This design comes from an exercise in tuning for a short achievable clock period and few clock cycles on the open sky130 flow, not from production work. RTL that was checked went through simulation tests only; none was proved equivalent to the original. The RTL of run 1 was laid out without a check of its function. No activity file was given, so power comes from the tool's default toggle rates.

## flow/design.v (module list and top-level ports; edited modules follow where they fit)
// module x2: 3 lines
// module mj3: 3 lines
// module mul_pipe: 3633 lines
// module gcell: 4 lines
// module gcell_g: 3 lines
// module kx2: 3 lines
// module ks_add32: 302 lines
// module MIPS_Pipe: 237 lines
// module dff_r: 9 lines
// module dff: 7 lines
// module beq_cmp: 16 lines
// module eq32: 3 lines
// module late_sel: 7 lines
// module fwd3: 7 lines
// module fwd_slice: 13 lines
// module stall_calc: 13 lines
module MIPS_Pipe (
    input  clk, reset,
    input  [31:0] imem_rdata,
    input  [31:0] dmem_rdata,
    output [31:0] imem_addr,
    output [31:0] dmem_addr,
    output [31:0] dmem_wdata,
    output dmem_we
);
  // ...
==> flow/flow/run.sh <==
#!/bin/bash
set -euo pipefail
MARGIN=$(cat flow/setup_margin)
bash standard.sh SETUP_SLACK_MARGIN="$MARGIN" finish > flow_make.log 2>&1
==> flow/flow/setup_margin <==
8.5
==> flow/standard.sh <==
#!/bin/bash
# synth_recipe.tcl (not shown) runs the flow's synth.tcl, then flattens the netlist and writes it again
# the make line also repeats each setting of config.mk as NAME=value (left out here)
make -C /OpenROAD-flow-scripts/flow DESIGN_CONFIG=/design/flow/config.mk WORK_HOME=/design/flow/orfs CLKGATE_MAP_FILE= SYNTH_SCRIPT=/design/flow/synth_recipe.tcl "${@:-finish}"
==> flow/config.mk <==
export PLATFORM = sky130hd
export DESIGN_NAME = MIPS_Pipe
export DESIGN_NICKNAME = MIPS_Pipe
export VERILOG_FILES = /design/flow/design.v
export SDC_FILE = /design/flow/constraint.sdc
export NUM_CORES = 8
export LEC_CHECK = 0
export CAP_MARGIN = 20
export CORE_MARGIN = 2
export CORE_UTILIZATION = 50
export CTS_CLUSTER_DIAMETER = 60
export CTS_CLUSTER_SIZE = 20
export SLEW_MARGIN = 20
export SYNTH_HIERARCHICAL = 1
==> flow/constraint.sdc <==
create_clock -name core_clock -period 12.0 [get_ports {clk}]
set_input_delay 2.4000 -clock core_clock [delete_from_list [all_inputs] [get_ports {clk}]]
set_output_delay 2.4000 -clock core_clock [all_outputs]
set_load 0.01 [all_outputs]
==> flow_metrics.env, run 1 <==
export IMPL_status="finished clean"
export IMPL_endpoint_kind="output pin"
export IMPL_start_util=0.503
export IMPL_met3_length_um=35100
export IMPL_clock_fmax_mhz=258
export IMPL_setup_viol=0
export IMPL_multi_input_area_mm2=0.0598
export IMPL_crit_path_end="imem_addr[19]"
export IMPL_grt_overflow_total=0
export IMPL_firstDrtPassIters=7
export IMPL_num_multi_input_gates=6130
export IMPL_cap_violations=0
export IMPL_grt_max_degree=105
export IMPL_final_area_mm2=0.132
export IMPL_cp_top_family="flip-flops"
export IMPL_cts_resized=958
export IMPL_power_leakage_nw=56.7
export IMPL_r2r_setup_slack_ns=8.21
export IMPL_area_growth_syn_to_layout_pct=14.7
export IMPL_grt_pass1_wl_um=569000
export IMPL_die_h_um=485
export IMPL_multi_input_area_share=0.452
export IMPL_nFillCells=18300
export IMPL_synthCells=8762
export IMPL_final_antenna_net_count=0
export IMPL_drc=0
==> module MIPS_Pipe, before the edit <==
module MIPS_Pipe (
    input  clk, reset,
    input  [31:0] imem_rdata,
    input  [31:0] dmem_rdata,
    output [31:0] imem_addr,
    output [31:0] dmem_addr,
    output [31:0] dmem_wdata,
    output dmem_we
);
genvar k;
reg  [31:0] pc_f;
wire [31:0] pc_in;
wire [31:0] pc_in_o;
dff_r #(.W(32)) pc_out (.clk(clk), .rst(reset), .d(pc_in_o), .q(imem_addr));
reg        btb_v   [0:15];
reg  [5:0] btb_tag [0:15];
reg  [9:0] btb_tgt [0:15];
reg        upd_v, upd_t;
reg  [3:0] upd_idx;
reg  [5:0] upd_tag;
reg  [9:0] upd_tgt;
wire [3:0]  f_idx  = pc_f[5:2];
wire        j_f    = (imem_rdata[31:26] == 6'b000010);
wire        f_hit  = btb_v[f_idx] & (btb_tag[f_idx] == pc_f[11:6]);
wire [31:0] pcp4_f = pc_f + 32'd4;
wire [31:0] jt_f   = {pcp4_f[31:28], imem_rdata[25:0], 2'b00};
wire [9:0]  btgt_f = btb_tgt[f_idx];
wire [31:0] pred_f = j_f ? jt_f : f_hit ? {pc_f[31:12], btgt_f, 2'b00} : pcp4_f;
wire        predt_f = f_hit & ~j_f;
wire [5:0]  op_f  = imem_rdata[31:26];
wire [5:0]  fn_f  = imem_rdata[5:0];
wire is_r_f    = (op_f == 6'b000000);
wire is_addi_f = (op_f == 6'b001000);
wire is_lw_f   = (op_f == 6'b100011);
wire is_sw_f   = (op_f == 6'b101011);
wire is_beq_f  = (op_f == 6'b000100);
wire use_imm_f = is_addi_f | is_lw_f | is_sw_f;
wire [4:0] dst_f = is_r_f ? imem_rdata[15:11] : imem_rdata[20:16];
wire [18:0] dec_f = {
    is_r_f & (fn_f == 6'b011100),                        
    is_r_f & (fn_f == 6'b101010),                        
    is_r_f & (fn_f == 6'b100101),                        
    is_r_f & (fn_f == 6'b100100),                        
    is_r_f & (fn_f == 6'b100010),                        
    use_imm_f | (is_r_f & (fn_f == 6'b100000)),          
    dst_f,                                               
    (is_r_f | is_addi_f | is_lw_f) & (dst_f != 5'd0),    
    is_r_f | is_beq_f,                                   
    is_r_f | use_imm_f | is_beq_f,                       
    use_imm_f,                                           
    is_beq_f,                                            
    is_sw_f,                                             
    is_lw_f,                                             
    predt_f & ~is_beq_f                                  
};
reg         valid_d;
reg  [31:0] instr_d, pc_d;
reg  [18:0] dec_d;
reg   [9:0] btgt_d;
reg         predt_d;
wire [31:0] pcp4_d = pc_d + 32'd4;
wire [4:0]  rs_d  = instr_d[25:21];
wire [4:0]  rt_d  = instr_d[20:16];
wire [31:0] imm_d = {{16{instr_d[15]}}, instr_d[15:0]};
wire mul_d     = dec_d[18];
wire slt_d     = dec_d[17];
wire or_d      = dec_d[16];
wire and_d     = dec_d[15];
wire sub_d     = dec_d[14];
wire add_d     = dec_d[13];
wire [4:0] dst_d = dec_d[12:8];
wire wr_d      = dec_d[7];
wire uses_rt_d = dec_d[6];
wire uses_rs_d = dec_d[5];
wire use_imm_d = dec_d[4];
wire is_beq_d  = dec_d[3];
wire is_sw_d   = dec_d[2];
wire is_lw_d   = dec_d[1];
wire fix_d     = dec_d[0];
reg        wr_e, lw_e, mul_e;
reg  [4:0] dst_e;
reg        wr_m, lw_m, mul_m;
reg  [4:0] dst_m;
reg        wr_w;
reg  [4:0] dst_w;
reg [31:0] res_m, res_w;
wire [31:0] mul_p;
wire [31:0] res_mc, res_wr;
wire [31:0] res_w_d = lw_m ? dmem_rdata : mul_m ? mul_p : res_m;
dff #(.W(32)) res_wr_u (.clk(clk), .d(res_w_d), .q(res_wr));
wire [31:0] wdata_w = res_wr;
reg [31:0] rf [1:31];
reg [31:1] rf_ok;
wire [31:0] rf_rs = (rs_d == 5'd0) ? 32'd0 :
                    (wr_w && dst_w == rs_d) ? wdata_w : (rf[rs_d] & {32{rf_ok[rs_d]}});
wire [31:0] rf_rt = (rt_d == 5'd0) ? 32'd0 :
                    (wr_w && dst_w == rt_d) ? wdata_w : (rf[rt_d] & {32{rf_ok[rt_d]}});
wire rs_e_hit = wr_e && dst_e == rs_d;
wire rt_e_hit = wr_e && dst_e == rt_d;
wire rs_m_hit = wr_m && dst_m == rs_d;
wire rt_m_hit = wr_m && dst_m == rt_d;
wire [2:0] stall_x;
generate for (k = 0; k < 3; k = k + 1) begin : stl
    stall_calc u (.valid(valid_d), .uses_rs(uses_rs_d), .uses_rt(uses_rt_d), .is_sw(is_sw_d),
        .rs(rs_d), .rt(rt_d), .wr_e(wr_e), .lw_e(lw_e), .mul_e(mul_e), .dst_e(dst_e),
        .stall(stall_x[k]));
end endgenerate
wire stall_pc = stall_x[0];
wire stall_dr = stall_x[1];
wire stall_d  = stall_x[2];
wire [31:0] bt_d = pcp4_d + {imm_d[29:0], 2'b00};
wire redir_d  = valid_d & ~stall_d  & fix_d;
wire redir_pc = valid_d & ~stall_pc & fix_d;
wire [31:0] pc_next_f = stall_pc ? pc_f : redir_pc ? pcp4_d : pred_f;
wire [3:0] sel_next = {rs_e_hit, ~rs_e_hit & rs_m_hit,
                       ~use_imm_d & rt_e_hit, ~use_imm_d & ~rt_e_hit & rt_m_hit};
reg  [31:0] opa_e, opb_e, sd_e, bt_e, pcp4_e;
reg   [9:0] btgt_e;
reg  [19:0] pch_e;
reg         fa_m_e, fa_w_e, fb_m_e, fb_w_e, fs_m_e, fs_w_e, fs_l_e;
reg         add_e, sub_e, and_e, or_e, slt_e, sw_e, beq_e, predt_e;
reg   [9:0] bpc_e;
wire [31:0] a_e, b_e, s_e;
generate for (k = 0; k < 4; k = k + 1) begin : fwd
    fwd_slice #(.W(8)) a (.clk(clk), .sm_d(sel_next[3]), .sw_d(sel_next[2]),
        .m(res_m[8*k+7:8*k]), .w(res_w[8*k+7:8*k]), .r(opa_e[8*k+7:8*k]), .y(a_e[8*k+7:8*k]));
    fwd_slice #(.W(8)) b (.clk(clk), .sm_d(sel_next[1]), .sw_d(sel_next[0]),
        .m(res_m[8*k+7:8*k]), .w(res_w[8*k+7:8*k]), .r(opb_e[8*k+7:8*k]), .y(b_e[8*k+7:8*k]));
end endgenerate
fwd3 fwd_s (.sm(fs_m_e), .sw(fs_w_e), .m(res_mc), .w(res_w), .r(sd_e),  .y(s_e));
wire [31:0] sum_e, diff_e;
wire        c_sum_e, c_diff_e;
ks_add32 add_u (.a(a_e), .b(b_e),  .cin(1'b0), .s(sum_e),  .cout(c_sum_e));
ks_add32 sub_u (.a(a_e), .b(~b_e), .cin(1'b1), .s(diff_e), .cout(c_diff_e));
wire        lt_e   = ~c_diff_e;    
wire [31:0] alu_e  = ({32{add_e}} & sum_e) | ({32{sub_e}} & diff_e) |
                     ({32{and_e}} & (a_e & b_e)) | ({32{or_e}} & (a_e | b_e)) |
                     {31'd0, slt_e & lt_e};
wire taken_e;
beq_cmp cmp_u (.res_m(res_mc), .res_w(res_w), .opa(opa_e), .opb(opb_e),
               .fa_m(fa_m_e), .fa_w(fa_w_e), .fb_m(fb_m_e), .fb_w(fb_w_e),
               .taken(taken_e));
wire tmatch_e = (pch_e == bt_e[31:12]) & (btgt_e == bt_e[11:2]);
wire redir_t = beq_e & ~(predt_e & tmatch_e);    
wire redir_n = beq_e & predt_e;                  
wire [31:0] pc_t = redir_t ? bt_e   : pc_next_f;
wire [31:0] pc_n = redir_n ? pcp4_e : pc_next_f;
wire vd = stall_d ? valid_d : ~redir_d;
wire b0 = stall_d | ~valid_d;
wire valid_d_next, bubble_d;
late_sel #(.W(34)) tsel_u (.s(taken_e),
    .x1({pc_t, ~redir_t & vd, redir_t | b0}),
    .x0({pc_n, ~redir_n & vd, redir_n | b0}),
    .y({pc_in, valid_d_next, bubble_d}));
late_sel #(.W(32)) tsel_o (.s(taken_e), .x1(pc_t), .x0(pc_n), .y(pc_in_o));
mul_pipe mul_u (.clk(clk), .res_m(res_mc), .res_w(res_w),
                .opa(opa_e), .opb(opb_e), .sel_d(sel_next), .p(mul_p));
reg  [31:0] sd_m;
reg         we_m;
dff #(.W(32)) addr_out (.clk(clk), .d(alu_e), .q(dmem_addr));
dff #(.W(32)) res_mc_u (.clk(clk), .d(alu_e),   .q(res_mc));
assign dmem_wdata = sd_m;
assign dmem_we    = we_m;
integer i;
always @(posedge clk or negedge reset) begin
    if (!reset) begin
        pc_f <= 32'd0;
        valid_d <= 1'b0;
        predt_d <= 1'b0;
        wr_e <= 1'b0; lw_e <= 1'b0; mul_e <= 1'b0; dst_e <= 5'd0;
        sw_e <= 1'b0; beq_e <= 1'b0; predt_e <= 1'b0;
        wr_m <= 1'b0; lw_m <= 1'b0; mul_m <= 1'b0; dst_m <= 5'd0; we_m <= 1'b0;
        wr_w <= 1'b0; dst_w <= 5'd0;
        for (i = 0; i < 16; i = i + 1) btb_v[i] <= 1'b0;
        upd_v <= 1'b0;
        rf_ok <= 31'd0;
    end else begin
        pc_f    <= pc_in;
        valid_d <= valid_d_next;
        if (!stall_dr) predt_d <= predt_f;
        wr_e  <= wr_d & ~bubble_d;
        lw_e  <= is_lw_d & ~bubble_d;
        mul_e <= mul_d & ~bubble_d;
        sw_e  <= is_sw_d & ~bubble_d;
        beq_e <= is_beq_d & ~bubble_d;
        dst_e <= dst_d;
        predt_e <= predt_d;
        wr_m  <= wr_e;
        lw_m  <= lw_e;
        mul_m <= mul_e;
        dst_m <= dst_e;
        we_m  <= sw_e;
        wr_w  <= wr_m;
        dst_w <= dst_m;
        if (wr_w) rf_ok[dst_w] <= 1'b1;
        upd_v  <= redir_n | (beq_e & taken_e);
        if (upd_v) btb_v[upd_idx] <= upd_t;
    end
end
always @(posedge clk) begin
    if (!stall_dr) begin
        instr_d <= imem_rdata;
        dec_d   <= dec_f;
        pc_d    <= pc_f;
        btgt_d  <= btgt_f;
    end
    add_e <= add_d;
    sub_e <= sub_d;
    and_e <= and_d;
    or_e  <= or_d;
    slt_e <= slt_d;
    {fa_m_e, fa_w_e, fb_m_e, fb_w_e} <= sel_next;
    fs_m_e <= rt_e_hit & ~lw_e;
    fs_w_e <= ~rt_e_hit & rt_m_hit;
    fs_l_e <= rt_e_hit & lw_e;
    opa_e  <= rf_rs;
    opb_e  <= use_imm_d ? imm_d : rf_rt;
    sd_e   <= rf_rt;
    bt_e   <= bt_d;
    pcp4_e <= pcp4_d;
    btgt_e <= btgt_d;
    pch_e  <= pc_d[31:12];
    bpc_e  <= pc_d[11:2];
    res_m  <= alu_e;
    if (wr_w) rf[dst_w] <= wdata_w;
    sd_m   <= fs_l_e ? dmem_rdata : s_e;
    res_w  <= res_w_d;
    upd_idx  <= bpc_e[3:0];
    upd_tag  <= bpc_e[9:4];
    upd_tgt  <= bt_e[11:2];
    upd_t    <= taken_e;
    if (upd_v) begin
        btb_tag[upd_idx] <= upd_tag;
        btb_tgt[upd_idx] <= upd_tgt;
    end
end
endmodule
==> run 2: changes to the inputs <==
--- a/flow/design.v
+++ b/flow/design.v
@@ -3960,7 +3960,5 @@
 );
-genvar k;
 reg  [31:0] pc_f;
 wire [31:0] pc_in;
-wire [31:0] pc_in_o;
-dff_r #(.W(32)) pc_out (.clk(clk), .rst(reset), .d(pc_in_o), .q(imem_addr));
+dff_r #(.W(32)) pc_out (.clk(clk), .rst(reset), .d(pc_in), .q(imem_addr));
 reg        btb_v   [0:15];
@@ -3977,55 +3975,30 @@
 wire [31:0] jt_f   = {pcp4_f[31:28], imem_rdata[25:0], 2'b00};
-wire [9:0]  btgt_f = btb_tgt[f_idx];
-wire [31:0] pred_f = j_f ? jt_f : f_hit ? {pc_f[31:12], btgt_f, 2'b00} : pcp4_f;
+wire [31:0] pred_f = j_f ? jt_f : f_hit ? {pc_f[31:12], btb_tgt[f_idx], 2'b00} : pcp4_f;
 wire        predt_f = f_hit & ~j_f;
-wire [5:0]  op_f  = imem_rdata[31:26];
-wire [5:0]  fn_f  = imem_rdata[5:0];
-wire is_r_f    = (op_f == 6'b000000);
-wire is_addi_f = (op_f == 6'b001000);
-wire is_lw_f   = (op_f == 6'b100011);
-wire is_sw_f   = (op_f == 6'b101011);
-wire is_beq_f  = (op_f == 6'b000100);
-wire use_imm_f = is_addi_f | is_lw_f | is_sw_f;
-wire [4:0] dst_f = is_r_f ? imem_rdata[15:11] : imem_rdata[20:16];
-wire [18:0] dec_f = {
-    is_r_f & (fn_f == 6'b011100),                        
-    is_r_f & (fn_f == 6'b101010),                        
-    is_r_f & (fn_f == 6'b100101),                        
-    is_r_f & (fn_f == 6'b100100),                        
-    is_r_f & (fn_f == 6'b100010),                        
-    use_imm_f | (is_r_f & (fn_f == 6'b100000)),          
-    dst_f,                                               
-    (is_r_f | is_addi_f | is_lw_f) & (dst_f != 5'd0),    
-    is_r_f | is_beq_f,                                   
-    is_r_f | use_imm_f | is_beq_f,                       
-    use_imm_f,                                           
-    is_beq_f,                                            
-    is_sw_f,                                             
-    is_lw_f,                                             
-    predt_f & ~is_beq_f                                  
-};
 reg         valid_d;
-reg  [31:0] instr_d, pc_d;
-reg  [18:0] dec_d;
-reg   [9:0] btgt_d;
+reg  [31:0] instr_d, pc_d, pcp4_d, pred_d;
 reg         predt_d;
-wire [31:0] pcp4_d = pc_d + 32'd4;
+wire [5:0]  op_d  = instr_d[31:26];
+wire [5:0]  fn_d  = instr_d[5:0];
 wire [4:0]  rs_d  = instr_d[25:21];
 wire [4:0]  rt_d  = instr_d[20:16];
+wire [4:0]  rd_d  = instr_d[15:11];
 wire [31:0] imm_d = {{16{instr_d[15]}}, instr_d[15:0]};
-wire mul_d     = dec_d[18];
-wire slt_d     = dec_d[17];
-wire or_d      = dec_d[16];
-wire and_d     = dec_d[15];
-wire sub_d     = dec_d[14];
-wire add_d     = dec_d[13];
-wire [4:0] dst_d = dec_d[12:8];
-wire wr_d      = dec_d[7];
-wire uses_rt_d = dec_d[6];
-wire uses_rs_d = dec_d[5];
-wire use_imm_d = dec_d[4];
-wire is_beq_d  = dec_d[3];
-wire is_sw_d   = dec_d[2];
-wire is_lw_d   = dec_d[1];
-wire fix_d     = dec_d[0];
+wire is_r_d    = (op_d == 6'b000000);
+wire is_addi_d = (op_d == 6'b001000);
+wire is_lw_d   = (op_d == 6'b100011);
+wire is_sw_d   = (op_d == 6'b101011);
+wire is_beq_d  = (op_d == 6'b000100);
+wire is_j_d    = (op_d == 6'b000010);
+wire f_add_d = (fn_d == 6'b100000);
+wire f_sub_d = (fn_d == 6'b100010);
+wire f_slt_d = (fn_d == 6'b101010);
+wire f_mul_d = (fn_d == 6'b011100);
+wire f_and_d = (fn_d == 6'b100100);
+wire f_or_d  = (fn_d == 6'b100101);
+wire use_imm_d = is_addi_d | is_lw_d | is_sw_d;
+wire uses_rs_d = is_r_d | use_imm_d | is_beq_d;
+wire uses_rt_d = is_r_d | is_beq_d;    
+wire [4:0] dst_d = is_r_d ? rd_d : rt_d;
+wire wr_d = (is_r_d | is_addi_d | is_lw_d) & (dst_d != 5'd0);
 reg        wr_e, lw_e, mul_e;
@@ -4052,20 +4025,13 @@
 wire rt_m_hit = wr_m && dst_m == rt_d;
-wire [2:0] stall_x;
-generate for (k = 0; k < 3; k = k + 1) begin : stl
-    stall_calc u (.valid(valid_d), .uses_rs(uses_rs_d), .uses_rt(uses_rt_d), .is_sw(is_sw_d),
-        .rs(rs_d), .rt(rt_d), .wr_e(wr_e), .lw_e(lw_e), .mul_e(mul_e), .dst_e(dst_e),
-        .stall(stall_x[k]));
-end endgenerate
-wire stall_pc = stall_x[0];
-wire stall_dr = stall_x[1];
-wire stall_d  = stall_x[2];
+wire long_e = lw_e | mul_e;
+wire stall_d = valid_d & (
+      (uses_rs_d & rs_e_hit & long_e) |
+      (uses_rt_d & rt_e_hit & long_e) |
+      (is_sw_d   & rt_e_hit & mul_e));
 wire [31:0] bt_d = pcp4_d + {imm_d[29:0], 2'b00};
-wire redir_d  = valid_d & ~stall_d  & fix_d;
-wire redir_pc = valid_d & ~stall_pc & fix_d;
-wire [31:0] pc_next_f = stall_pc ? pc_f : redir_pc ? pcp4_d : pred_f;
+wire redir_d = valid_d & ~stall_d & ~is_beq_d & predt_d;
+wire [31:0] pc_next_f = stall_d ? pc_f : redir_d ? pcp4_d : pred_f;
 wire [3:0] sel_next = {rs_e_hit, ~rs_e_hit & rs_m_hit,
                        ~use_imm_d & rt_e_hit, ~use_imm_d & ~rt_e_hit & rt_m_hit};
-reg  [31:0] opa_e, opb_e, sd_e, bt_e, pcp4_e;
-reg   [9:0] btgt_e;
-reg  [19:0] pch_e;
+reg  [31:0] opa_e, opb_e, sd_e, bt_e, pcp4_e, pred_e;
 reg         fa_m_e, fa_w_e, fb_m_e, fb_w_e, fs_m_e, fs_w_e, fs_l_e;
@@ -4074,2 +4040,3 @@
 wire [31:0] a_e, b_e, s_e;
+genvar k;
 generate for (k = 0; k < 4; k = k + 1) begin : fwd
@@ -4093,3 +4060,3 @@
                .taken(taken_e));
-wire tmatch_e = (pch_e == bt_e[31:12]) & (btgt_e == bt_e[11:2]);
+wire tmatch_e = (pred_e == bt_e);
 wire redir_t = beq_e & ~(predt_e & tmatch_e);    
@@ -4105,3 +4072,2 @@
     .y({pc_in, valid_d_next, bubble_d}));
-late_sel #(.W(32)) tsel_o (.s(taken_e), .x1(pc_t), .x0(pc_n), .y(pc_in_o));
 mul_pipe mul_u (.clk(clk), .res_m(res_mc), .res_w(res_w),
@@ -4130,6 +4096,6 @@
         valid_d <= valid_d_next;
-        if (!stall_dr) predt_d <= predt_f;
+        if (!stall_d) predt_d <= predt_f;
         wr_e  <= wr_d & ~bubble_d;
         lw_e  <= is_lw_d & ~bubble_d;
-        mul_e <= mul_d & ~bubble_d;
+        mul_e <= is_r_d & f_mul_d & ~bubble_d;
         sw_e  <= is_sw_d & ~bubble_d;
@@ -4151,13 +4117,13 @@
 always @(posedge clk) begin
-    if (!stall_dr) begin
+    if (!stall_d) begin
         instr_d <= imem_rdata;
-        dec_d   <= dec_f;
         pc_d    <= pc_f;
-        btgt_d  <= btgt_f;
+        pcp4_d  <= pcp4_f;
+        pred_d  <= pred_f;
     end
-    add_e <= add_d;
-    sub_e <= sub_d;
-    and_e <= and_d;
-    or_e  <= or_d;
-    slt_e <= slt_d;
+    add_e <= use_imm_d | (is_r_d & f_add_d);
+    sub_e <= is_r_d & f_sub_d;
+    and_e <= is_r_d & f_and_d;
+    or_e  <= is_r_d & f_or_d;
+    slt_e <= is_r_d & f_slt_d;
     {fa_m_e, fa_w_e, fb_m_e, fb_w_e} <= sel_next;
@@ -4171,4 +4137,3 @@
     pcp4_e <= pcp4_d;
-    btgt_e <= btgt_d;
-    pch_e  <= pc_d[31:12];
+    pred_e <= pred_d;
     bpc_e  <= pc_d[11:2];
@@ -4250,14 +4215 @@
 endmodule
-module stall_calc (
-    input valid, uses_rs, uses_rt, is_sw,
-    input [4:0] rs, rt,
-    input wr_e, lw_e, mul_e,
-    input [4:0] dst_e,
-    output stall
-);
-wire rs_hit = wr_e && dst_e == rs;
-wire rt_hit = wr_e && dst_e == rt;
-assign stall = valid & ((uses_rs & rs_hit & (lw_e | mul_e)) |
-                        (uses_rt & rt_hit & (lw_e | mul_e)) |
-                        (is_sw & rt_hit & mul_e));
-endmodule
--- a/flow/config.mk
+++ b/flow/config.mk
@@ -10,4 +10,2 @@
 export CORE_UTILIZATION = 50
-export CTS_CLUSTER_DIAMETER = 60
-export CTS_CLUSTER_SIZE = 20
 export SLEW_MARGIN = 20
==> run 2 against run 1 <==
  * Via count fell by 1.8%
  * Critical path depth unchanged
  * Hold slack worse by 0.032 ns
  * Critical endpoint is now imem_addr[7]
  * Core utilization grew 0.67 points
  * Clock-buffer cell count rose by 108
  * Flip-flop and latch count increased by 21
  * Final cell count about the same
  * Wire length shrank 2.5%
  * Sequential power grew 1%
==> flow_metrics.env, run 2 <==
export IMPL_status="finished clean"
export IMPL_path_class="reg2out"
export IMPL_slowest_stage="dfrtp_2"
export IMPL_fin_skew_ns=0.0854
export IMPL_postPlaceCellArea_mm2=0.120
export IMPL_drt_iter0_drc=8869
export IMPL_final_layout_size_suffix_gt1_frac=0.307
export IMPL_grt_max_degree=133
export IMPL_cts_root_buf="clkbuf_16"
export IMPL_die_area_mm2=0.234
export IMPL_cp_slowest_stage_delay_ns=0.48
export IMPL_area_growth_syn_to_layout_pct=16.3
export IMPL_path_clk_slew_ns=0.07
export IMPL_die_h_um=484
export IMPL_path_max_fanout=1
export IMPL_hpwl_um=256000
export IMPL_max_slew_margin=0.208
export IMPL_setup_viol=0
export IMPL_place_congestion=0.967
export IMPL_syn_cell_area_mm2=0.115
export IMPL_crit_path_cell_trace="buf_6"
export IMPL_required_ns=9.60
export IMPL_rsz0062_at_grt="true"
export IMPL_antenna_found_initial=18
export IMPL_track_usage=0.332
export IMPL_ctsHoldBuffers=0
export IMPL_synthCells=8704
export IMPL_endpoint_kind="output pin"
export IMPL_io_buffer_count=162
export IMPL_final_setup_tns_ns=0
export IMPL_grt_overflow_total=0
export IMPL_period_needed_ns=3.95
export IMPL_mostFrequentLayoutCells="1354 x edfxtp_1, 1226 x xor2_1, 850 x and2_1, 657 x mux4_2, 422 x dfxtp_1"
export IMPL_final_area_mm2=0.134
export IMPL_final_common_cell="edfxtp_1"
export IMPL_cp_num_buf_inv=1
export IMPL_cts_tree="yes"
export IMPL_largestRegisters="rf (992), btb_tgt (160), btb_tag (96)"
export IMPL_clock_path_buffers=3
export IMPL_drc=0
export IMPL_critPathLaunchType="flop"
export IMPL_pin_count=163
export IMPL_final_nets=9170
export IMPL_viasPerCell=6.27
export IMPL_avgSynthCellArea_um2=13.2
export IMPL_routed_wl_um=395000
export IMPL_grt_pass1_vias=76800
export IMPL_wl_per_cell_um=32.1
export IMPL_cts_sinks=2138
export IMPL_holdCritPathClass="reg2reg"
export IMPL_top_register="rf"
export IMPL_power_mw=21.1
export IMPL_die_w_um=484
export IMPL_ir_worst_vdd_mv=0.185
export IMPL_yosysWarnings=12
export IMPL_clock_fmax_mhz=253
export IMPL_final_antenna_net_count=0
export IMPL_cp_top_family="flip-flops"
export IMPL_start_util=0.502
export IMPL_hold_viol=0
export IMPL_finalCritPeriodShare=0.330
export IMPL_cts_htree_levels=4
export IMPL_crit_arrival_ns=1.55
export IMPL_cap_violations=0
export IMPL_via_count=77100
export IMPL_firstDrtPassIters=7
export IMPL_clock_latency_ns=0.92
export IMPL_cts_buffers=221
export IMPL_slew_viol_final=0
export IMPL_power_leakage_nw=56.8
export IMPL_core_area_mm2=0.229
export IMPL_powerDensity_mw_per_mm2=157
export IMPL_grt_pass1_wl_um=560000
export IMPL_rows=176
export IMPL_largest_register_ff_count=992
export IMPL_worst_pin_slew_ns=1.18
[run 2: changes by cell type in the layout (fill, tap and decap cells not counted), moves of 33 or more]
cell       change
nor2_1        +48
xor2_1        -52
clkbuf_16     +51
clkbuf_1      +33
mux2_4        -37
clkinv_2      +40
[run 2: worst paths after layout]
check,cells past startpoint,from,end,slack [ns]
setup / recovery,1,pc_out.q[7],imem_addr[7],8.05
hold / removal,0,bpc_e[4],upd_tag[0],0.31
setup reg to reg,14,pc_f[2],pc_f[28],8.18
hold reg to reg,0,bpc_e[4],upd_tag[0],0.31
max in group asynchronous,2,reset,mul_m,8.93
min in group asynchronous,1,reset,sw_e,1.48
[run 2: final cells by class]
class | instances | area (µm²)
Tap cell | 3026 | 3790
Clock inverter | 115 | 1390
Antenna cell | 6 | 15.0
Sequential cell | 2138 | 57500
Clock buffer | 305 | 6250
Fill cell | 18100 | 95600
Inverter | 71 | 282
Timing Repair Buffer | 574 | 5640
Multi-Input combinational cell | 6045 | 59000
[run 2: report_power, final]
group	leakage (nW)	switching (mW)	internal, mW
registers	19.3	0.712	8.49
clock network	3.75	3.06	4.12
logic	33.8	2.58	2.12
total	56.8	6.35	14.7
[run 2: through the flow]
stage,cells,hold slack (ns),worst slack (ns),utilization
finish,12300,0.314,8.05,0.583
detailed placement,11600,0.312,6.76,0.524
global route,12300,0.324,8.02,0.583
floorplan,8706,0.310,7.98,-
global placement,11600,0.311,6.72,0.524
CTS,12200,0.315,8.00,0.574
[run 2: per-layer routing]
metal | up-vias | GRT usage | wire (µm)
li1 | 33000 | - | -
met4 | 2 | 0.163 | 23100
met5 | - | 0 | 9
met1 | 39500 | 0.437 | 155000
met2 | 3684 | 0.530 | 184000
met3 | 870 | 0.0612 | 32300
[run 2: repair_timing]
item | in CTS | in global routing
hold endpoints to repair | 0 | 0
buffers inserted | 136 | 100
cloned | 12 | 0
pin swaps | 194 | 213
setup endpoints to repair | 624 | 406
gates resized for setup | 1075 | 319
Testbench counts of run 2, summed over its fixed seeds: cycles 115,533.

[port drivers added, routing unchanged]
How much do the figures lean on ideal ports? The routed layouts below were timed once more, with nothing changed but the port constraints.
Step 1 assumes that a clkbuf_16 drives the clock port and a buf_2 every other input.
Step 2 also shifts input and output timing later by t, the mid clock arrival at the registers, as if the neighbouring blocks saw the same clock.
Slacks: ideal / step 1 / step 2; pairs: ideal / step 1.
run | shift t [ns] | setup slack, ns | worst setup path after step 2 | slew at the worst register clock pin (ns) | worst slew at a driven data input, ns
run 1 | 0.955 | 8.128 / 8.037 / 7.409 | input to register | 0.09 / 0.09 | 0.14
run 2 | 0.977 | 8.046 / 7.940 / 7.386 | input to register | 0.07 / 0.07 | 0.25
After both steps setup and hold are still met in every run listed. For run 1, which loses most, drivers alone change the setup slack by -0.091 ns; drivers and shift together by -0.719 ns.
